Context: an optimization exercise on an open-source flow, tuned for small area. The choices shown serve that exercise and are no tape-out recipe.
Function was checked by simulation only, so behaviour that the tests miss may differ from the original.
Power and IR drop assume default switching activity.

==> flow/design.v <==
module peripheral_gpio_apb4 #(
  PDATA_SIZE = 32,   
  PADDR_SIZE = 8
) (
  input                         PRESETn,
  input                         PCLK,
  input                         PSEL,
  input                         PENABLE,
  input      [PADDR_SIZE  -1:0] PADDR,
  input                         PWRITE,
  input      [PDATA_SIZE/8-1:0] PSTRB,
  input      [PDATA_SIZE  -1:0] PWDATA,
  output reg [PDATA_SIZE  -1:0] PRDATA,
  output                        PREADY,
  output                        PSLVERR,
  output reg irq_o,
  input      [PDATA_SIZE  -1:0] gpio_i,
  output reg [PDATA_SIZE  -1:0] gpio_o,
  output reg [PDATA_SIZE  -1:0] gpio_oe
);
  localparam W  = PDATA_SIZE;
  localparam NB = PDATA_SIZE / 8;
  assign PREADY  = 1'b1;
  assign PSLVERR = 1'b0;
  wire rst = ~PRESETn;
  wire wr  = PSEL & PENABLE & PWRITE;
  wire a_mode = (PADDR == 0);
  wire a_dir  = (PADDR == 1);
  wire a_out  = (PADDR == 2) | (PADDR == 3);
  wire a_type = (PADDR == 4);
  wire a_lvl0 = (PADDR == 5);
  wire a_lvl1 = (PADDR == 6);
  wire a_stat = (PADDR == 7);
  wire a_ena  = (PADDR == 8);
  wire [W-1:0] wdat = PWDATA & {W{PRESETn}};
  reg  [W-1:0] rd_q;
  wire [W-1:0] rdat = rd_q & {W{PRESETn}};
  reg          pw_mode, pw_dir, pw_out;
  reg [NB-1:0] pw_strb;
  reg [W-1:0] mode_q, dir_q, out_q;   
  reg [W-1:0] type_q, lvl0_q, lvl1_q, stat_q, ena_q;
  reg [W-1:0] s1, s2, in_q, dly1, dly2;
  wire [W-1:0] mode_d, dir_d, out_d, type_d, lvl0_d, lvl1_d, ena_d;
  genvar b;
  generate
    for (b = 0; b < NB; b = b + 1) begin : g_byte
      wire e_mode = rst | (pw_mode & pw_strb[b]);
      wire e_dir  = rst | (pw_dir  & pw_strb[b]);
      wire e_out  = rst | (pw_out  & pw_strb[b]);
      wire e_type = rst | (wr & a_type & PSTRB[b]);
      wire e_lvl0 = rst | (wr & a_lvl0 & PSTRB[b]);
      wire e_lvl1 = rst | (wr & a_lvl1 & PSTRB[b]);
      wire e_ena  = rst | (wr & a_ena  & PSTRB[b]);
      assign mode_d[b*8+:8] = e_mode ? rdat[b*8+:8] : mode_q[b*8+:8];
      assign dir_d [b*8+:8] = e_dir  ? rdat[b*8+:8] : dir_q [b*8+:8];
      assign out_d [b*8+:8] = e_out  ? rdat[b*8+:8] : out_q [b*8+:8];
      assign type_d[b*8+:8] = e_type ? wdat[b*8+:8] : type_q[b*8+:8];
      assign lvl0_d[b*8+:8] = e_lvl0 ? wdat[b*8+:8] : lvl0_q[b*8+:8];
      assign lvl1_d[b*8+:8] = e_lvl1 ? wdat[b*8+:8] : lvl1_q[b*8+:8];
      assign ena_d [b*8+:8] = e_ena  ? wdat[b*8+:8] : ena_q [b*8+:8];
    end
  endgenerate
  wire [W-1:0] clr;
  generate
    for (b = 0; b < NB; b = b + 1) begin : g_clr
      assign clr[b*8+:8] = PWDATA[b*8+:8] & {8{wr & a_stat & PSTRB[b]}};
    end
  endgenerate
  wire [W-1:0] lvl_val = (type_q & dly1) | (~type_q & in_q);
  wire [W-1:0] hit     = (lvl1_q & lvl_val) | (lvl0_q & ~lvl_val);
  wire [W-1:0] tr      = hit & (~type_q | (dly1 ^ dly2));
  wire [W-1:0] stat_d  = ((stat_q & ~clr) | tr) & {W{PRESETn}};
  reg [W-1:0] rsel;
  always @(*) begin
    case (PADDR)
      0:       rsel = mode_d;
      1:       rsel = dir_d;
      2:       rsel = out_d;
      3:       rsel = in_q;
      4:       rsel = type_q;
      5:       rsel = lvl0_q;
      6:       rsel = lvl1_q;
      7:       rsel = stat_q;
      8:       rsel = ena_q;
      default: rsel = {W{1'b0}};
    endcase
  end
  always @(posedge PCLK) begin
    rd_q    <= wr ? PWDATA : rsel;
    pw_mode <= wr & a_mode;
    pw_dir  <= wr & a_dir;
    pw_out  <= wr & a_out;
    pw_strb <= PSTRB;
    mode_q <= mode_d;
    dir_q  <= dir_d;
    out_q  <= out_d;
    type_q <= type_d;
    lvl0_q <= lvl0_d;
    lvl1_q <= lvl1_d;
    ena_q  <= ena_d;
    stat_q <= stat_d;
    s1   <= gpio_i;
    s2   <= s1;
    in_q <= s2;
    dly1 <= in_q;
    dly2 <= dly1;
  end
  always @(*) begin
    PRDATA  = rd_q;
    gpio_o  = out_q & ~mode_q;
    gpio_oe = dir_q & ~(mode_q & out_q);
  end
  always @(posedge PCLK, negedge PRESETn) begin
    if (!PRESETn) irq_o <= 1'b0;
    else          irq_o <= |(ena_q & stat_q);
  end
endmodule
Settings: LEC_CHECK=0, ABC_AREA=1, CAP_MARGIN=20, CORE_MARGIN=2, CORE_UTILIZATION=40, CTS_BUF_LIST=sky130_fd_sc_hd__clkbuf_4, SLEW_MARGIN=20; clock period 5.0 ns.
run.sh (not shown) runs the stock make flow with config.mk's settings and CLKGATE_MAP_FILE= SYNTH_SCRIPT=/design/flow/synth_recipe.tcl, a recipe that flattens the netlist after the stock synthesis.
Next try:
- ABC_AREA: 1 -> default
- CTS_BUF_LIST: sky130_fd_sc_hd__clkbuf_4 -> default
What happened:
- The new run completed with no timing, DRC or antenna violations
- clock-buffer cell count is lower by 118
- routed wire length climbs by 12%
- sequential share of layout area grows by 1.7 points
- die area drops by 4.9%
- total power grows by 5.6%
- via count falls by 6.8%
- cell area decreases by 3.4%
- worst setup slack gets worse by 260 ps
- combinational power rises by 10%


## build 69
Another version of the RTL of peripheral_gpio_apb4 (not shown whole).
Size: about 18000 um2 of cells after synthesis.
Settings: LEC_CHECK=0, CAP_MARGIN=20, CORE_MARGIN=2, CORE_UTILIZATION=40, SLEW_MARGIN=20; clock period 5.0 ns.
standard.sh (not shown) runs the stock make flow with config.mk's settings and CLKGATE_MAP_FILE= SYNTH_SCRIPT=/design/flow/synth_recipe.tcl, a recipe that flattens the netlist after the stock synthesis.
==> flow/flow/run.sh <==
#!/bin/bash
set -euo pipefail
export BUFFER_PORTS_ARGS="-buffer_cell sky130_fd_sc_hd__buf_1"
export CTS_ARGS="-sink_clustering_enable -repair_clock_nets -buf_list sky130_fd_sc_hd__clkbuf_4 -dont_use_dummy_load"
bash standard.sh finish > flow_make.log 2>&1
Input-level comparison between build 27 and build 69:
==> flow/flow/run.sh <==
#!/bin/bash
# The standard layout (standard.sh), with these changes to how it is made:
# - synthesis: the same script, but ABC maps the logic with flow/area.abc
#   (Yosys's own ABC script) instead of the flow's speed script;
# - port buffers are buf_1 cells instead of the cell buffer_ports picks;
# - the clock tree uses one buffer type, set clustering, and no dummy loads.
# Each tool's output is in the ORFS logs under orfs/logs; make's own output
# is in flow_make.log.
set -euo pipefail
W=$(pwd)
CTS_BUF=${CTS_BUF:-sky130_fd_sc_hd__clkbuf_4}
CTS_SIZE=${CTS_SIZE:-10}
CTS_DIAM=${CTS_DIAM:-60}

cat > "$W/area_synth.tcl" <<EOT
# ABC with another script; everything else as in synth_recipe.tcl
proc abc {args} {
  set i [lsearch -exact \$args -script]
  if { \$i >= 0 } { set args [lreplace \$args \$i [expr { \$i + 1 }]] }
  yosys abc -script $W/flow/area.abc {*}\$args
}
source $W/synth_recipe.tcl
EOT
sed "s#SYNTH_SCRIPT=[^ ]*#SYNTH_SCRIPT=$W/area_synth.tcl#" standard.sh > area_standard.sh
grep -q "SYNTH_SCRIPT=$W/area_synth.tcl" area_standard.sh

export BUFFER_PORTS_ARGS="-buffer_cell sky130_fd_sc_hd__buf_1"
export CTS_ARGS="-sink_clustering_enable -repair_clock_nets -sink_clustering_size $CTS_SIZE -sink_clustering_max_diameter $CTS_DIAM -buf_list $CTS_BUF -dont_use_dummy_load"
bash area_standard.sh finish > flow_make.log 2>&1
==> flow/flow/area.abc (new file) <==
strash
&get -n
&fraig -x
&put
scorr
dc2
dretime
strash
&get -n
&dch -f
&nf -R 1000
&put
Notes after the runs:
- Build 27 finished all stages; the layout is clean.
- | share of total power in sequential cells | higher: build 27 |
- Cmp build 69 and build 27 / number of levels in the clock H-tree / lower: build 27
- Maximum number of pins on one net before global-route repair for build 27: about 70% down relative to build 69
- Fmax shrinks slightly when moving from build 69 to build 27.
> inputs changed (build 27 -> build 89)
-- flow/flow/run.sh --
<<< build 27, line 9
set -euo pipefail
W=$(pwd)
CTS_BUF=${CTS_BUF:-sky130_fd_sc_hd__clkbuf_4}
CTS_SIZE=${CTS_SIZE:-10}
CTS_DIAM=${CTS_DIAM:-60}

cat > "$W/area_synth.tcl" <<EOT
>>> build 89, line 9
set -euo pipefail
W=$(pwd)
CTS_BUF=${CTS_BUF:-sky130_fd_sc_hd__clkbuf_16}
CTS_SIZE=${CTS_SIZE:-30}
CTS_DIAM=${CTS_DIAM:-100}

cat > "$W/area_synth.tcl" <<EOT
[summary]
- Of build 89 and build 27, the run reporting the lower required time of the critical path was build 89.
- Diff build 27 -> build 89: core utilization now sits higher, internal power contribution now sits higher.
- Of build 89 and build 27, build 27 shows the lower clock period minus final worst setup slack, with build 89 above it.
- Looking at the reports, build 89 completed the entire flow and the layout it produced met the timing, DRC and antenna checks.
- Build 27 reached the final stage; the timing, DRC and antenna checks on its layout passed.
- Reported for build 89 and build 27, worst setup timing slack at the placement stage turned out identical to the last digit.
- Looking at power across build 89 and build 27, the one that comes out lower is build 27.
- Layout overhead on the synthesized area (build 89 over build 27): increase, 0.54 points
- Compared with build 27, in build 89 number of levels in the clock H-tree went down by 1, worst hold slack across all endpoints up 0.022 ns, post-route worst setup slack lost 0.23 ns, non-clock buffer share of cell area held.
Input changes introduced in build 82 (baseline for comparison: build 89):
-- flow/flow/run.sh --
<<< build 89, line 9
set -euo pipefail
W=$(pwd)
CTS_BUF=${CTS_BUF:-sky130_fd_sc_hd__clkbuf_16}
CTS_SIZE=${CTS_SIZE:-30}
CTS_DIAM=${CTS_DIAM:-100}

cat > "$W/area_synth.tcl" <<EOT
>>> build 82, line 9
set -euo pipefail
W=$(pwd)
CTS_BUF=${CTS_BUF:-sky130_fd_sc_hd__clkbuf_8}
CTS_SIZE=${CTS_SIZE:-16}
CTS_DIAM=${CTS_DIAM:-80}

cat > "$W/area_synth.tcl" <<EOT
### Flow results
Build 82 has total met2 wirelength after detailed routing above what build 89 had. Share of the final layout cell area in sequential cells: build 89 vs build 82, no meaningful difference. Going from build 89 to build 82, setup slack grows by 0.059 ns. Diff build 89 -> build 82 | slack of the worst reg-to-reg path | decrease of 0.03 ns. Looking at global-route total usage across every layer, build 82 sits 0.38 points higher than build 89 does. Against build 89 as the reference, build 82 delivers a lower minimum hold slack. On final design instance area without fill, build 82 and build 89 are basically level. On data required time of the worst path, build 82 and build 89 are basically level. Diff build 89..build 82 | total overflow reported by the global router | unchanged. Relative area change from synthesis to final layout delta (build 89 -> build 82): insignificant.


peripheral_gpio_apb4, a different RTL version from the one above (not shown whole).
For scale: roughly 460 flip-flops, roughly 180 I/O pins.
// peripheral_gpio_apb4
module peripheral_gpio_apb4 #(
  PDATA_SIZE = 32,   
  PADDR_SIZE = 8
) (
  input                         PRESETn,
  input                         PCLK,
  input                         PSEL,
  input                         PENABLE,
  input      [PADDR_SIZE  -1:0] PADDR,
  input                         PWRITE,
  input      [PDATA_SIZE/8-1:0] PSTRB,
  input      [PDATA_SIZE  -1:0] PWDATA,
  output reg [PDATA_SIZE  -1:0] PRDATA,
  output                        PREADY,
  output                        PSLVERR,
  output reg irq_o,
  input      [PDATA_SIZE  -1:0] gpio_i,
  output reg [PDATA_SIZE  -1:0] gpio_o,
  output reg [PDATA_SIZE  -1:0] gpio_oe
);
  localparam W  = PDATA_SIZE;
  localparam NB = PDATA_SIZE / 8;
  assign PREADY  = 1'b1;
  assign PSLVERR = 1'b0;
  wire rst = ~PRESETn;
  wire wr  = PSEL & PENABLE & PWRITE & PRESETn;   
  wire a_mode = (PADDR == 0);
  wire a_dir  = (PADDR == 1);
  wire a_out  = (PADDR == 2) | (PADDR == 3);
  wire a_type = (PADDR == 4);
  wire a_lvl0 = (PADDR == 5);
  wire a_lvl1 = (PADDR == 6);
  wire a_stat = (PADDR == 7);
  wire a_ena  = (PADDR == 8);
  reg  [W-1:0] rd_q;
  ...
clock: 5.0 ns
lec_check: 0
cap_margin: 20
core_margin: 2
core_utilization: 55
slew_margin: 20
==> flow/flow/run.sh <==
#!/bin/bash
# The standard layout (standard.sh), with these changes to how it is made:
# - synthesis: the same script, but ABC maps the logic with flow/area.abc
#   (Yosys's own ABC script) instead of the flow's speed script;
# - port buffers are buf_1 cells instead of the cell buffer_ports picks;
# - the clock tree uses one buffer type, set clustering, and no dummy loads.
# Each tool's output is in the ORFS logs under orfs/logs; make's own output
# is in flow_make.log.
set -euo pipefail
W=$(pwd)
CTS_BUF=${CTS_BUF:-sky130_fd_sc_hd__clkbuf_4}
CTS_SIZE=${CTS_SIZE:-10}
CTS_DIAM=${CTS_DIAM:-40}

cat > "$W/area_synth.tcl" <<EOT
# ABC with another script; everything else as in synth_recipe.tcl
proc abc {args} {
  set i [lsearch -exact \$args -script]
  if { \$i >= 0 } { set args [lreplace \$args \$i [expr { \$i + 1 }]] }
  yosys abc -script $W/flow/area.abc {*}\$args
}
source $W/synth_recipe.tcl
EOT
sed "s#SYNTH_SCRIPT=[^ ]*#SYNTH_SCRIPT=$W/area_synth.tcl#" standard.sh > area_standard.sh
grep -q "SYNTH_SCRIPT=$W/area_synth.tcl" area_standard.sh

export BUFFER_PORTS_ARGS="-buffer_cell sky130_fd_sc_hd__buf_1"
export CTS_ARGS="-sink_clustering_enable -repair_clock_nets -sink_clustering_size $CTS_SIZE -sink_clustering_max_diameter $CTS_DIAM -buf_list $CTS_BUF -dont_use_dummy_load"
bash area_standard.sh finish > flow_make.log 2>&1
==> flow/flow/area.abc <==
strash
&get -n
&fraig -x
&put
scorr
dc2
dretime
strash
&get -n
&dch -f
&nf -R 1000 -p -F 8 -A 4 -C 32
&put
Edit:
--- a/flow/flow/run.sh
+++ b/flow/flow/run.sh
@@ -10,5 +10,5 @@
 W=$(pwd)
-CTS_BUF=${CTS_BUF:-sky130_fd_sc_hd__clkbuf_4}
-CTS_SIZE=${CTS_SIZE:-10}
-CTS_DIAM=${CTS_DIAM:-40}
+CTS_BUF=${CTS_BUF:-sky130_fd_sc_hd__clkbuf_8}
+CTS_SIZE=${CTS_SIZE:-16}
+CTS_DIAM=${CTS_DIAM:-80}
 
CORE_UTILIZATION = 40   (was 55)
Die area climbs by well over a third.
Worst setup slack is worse by 0.22 ns.
Total power climbs by a few percent.
Synthesized area stays the same.
Wire length climbs by a few percent.
Synthesized cell count does not change.
Global-route usage drops by 6.8 points.
Fmax drops by a few percent.
Edit:
--- a/flow/flow/run.sh
+++ b/flow/flow/run.sh
@@ -11,4 +11,4 @@
 CTS_BUF=${CTS_BUF:-sky130_fd_sc_hd__clkbuf_8}
-CTS_SIZE=${CTS_SIZE:-16}
-CTS_DIAM=${CTS_DIAM:-80}
+CTS_SIZE=${CTS_SIZE:-20}
+CTS_DIAM=${CTS_DIAM:-50}
 
CORE_UTILIZATION = 55   (was 40)
After rerunning:
- The changed run completed without violations
- combinational power barely changes
- final area went down by about 1.1%
- wire length decreases by 5.6%
- hold slack stays flat
- non-clock buffer count went up by 3
- setup slack gains 0.076 ns
- power increases by 0.51%
Edit:
--- a/flow/flow/run.sh
+++ b/flow/flow/run.sh
@@ -10,5 +10,5 @@
 W=$(pwd)
-CTS_BUF=${CTS_BUF:-sky130_fd_sc_hd__clkbuf_8}
-CTS_SIZE=${CTS_SIZE:-20}
-CTS_DIAM=${CTS_DIAM:-50}
+CTS_BUF=${CTS_BUF:-sky130_fd_sc_hd__clkbuf_4}
+CTS_SIZE=${CTS_SIZE:-10}
+CTS_DIAM=${CTS_DIAM:-40}
 
CORE_UTILIZATION = 50   (was 55)
Outcome: Cell area hardly moves; maximum frequency rises by 7.8%; worst setup slack improves by 0.23 ns; final cell count increases by 3.3%; critical path depth is unchanged; worst hold slack is worse by 0.0067 ns; clock power shrinks by about 6%; core utilization shrinks by 5.8 points; first-iteration DRC count came out lower by 1.2%; count of clock-buffer cells in the layout went up by 19.

==> re-timing with driven ports <==
In the flow no input, the clock included, has a driving cell. The finished layouts below were timed again as built, in two steps. Step 1, drivers: a clkbuf_16 drives PCLK and a buf_2 each remaining input, both assumed. Step 2, shift: input delay + t, output delay - t, t = (earliest + latest rising clock arrival at the registers) / 2. This alone moves slack from input paths to output paths. a / b / c = no drivers / after step 1 / after step 2; a / b = the first two.
run	shift t [ns]	setup WS [ns]	hold WS [ns]	worst setup path at the end	slew at the worst register clock pin (ns)
the first run of note 1	0.859	1.800 / 1.754 / 1.422	0.315 / 0.315 / 0.315	input to register	0.07 / 0.07
the second run of note 1	0.638	1.537 / 1.559 / 0.921	0.325 / 0.325 / 0.325	input to register	0.07 / 0.07
build 69	0.911	1.962 / 1.962 / 1.140	0.127 / 0.105 / 0.311	input to register	0.07 / 0.07
build 27	0.784	1.952 / 1.970 / 1.186	0.313 / 0.310 / 0.313	input to register	0.12 / 0.12
build 89	0.573	1.725 / 1.756 / 1.184	0.335 / 0.335 / 0.335	input to register	0.12 / 0.12
build 82	0.621	1.784 / 1.812 / 1.191	0.318 / 0.318 / 0.318	input to register	0.11 / 0.11
the first run of note 3	0.742	1.924 / 1.949 / 1.207	0.270 / 0.270 / 0.270	input to register	0.11 / 0.11
the second run of note 3	0.607	1.701 / 1.730 / 1.122	0.318 / 0.318 / 0.318	input to register	0.11 / 0.11
the third run of note 3	0.590	1.777 / 1.804 / 1.214	0.316 / 0.316 / 0.316	input to register	0.11 / 0.11
the fourth run of note 3	0.789	2.010 / 2.039 / 1.250	0.309 / 0.302 / 0.309	input to register	0.11 / 0.11
After both steps setup and hold are still met in every run listed. For build 69, which loses most, drivers alone change the setup slack by 0.000 ns; drivers and shift together by -0.822 ns.
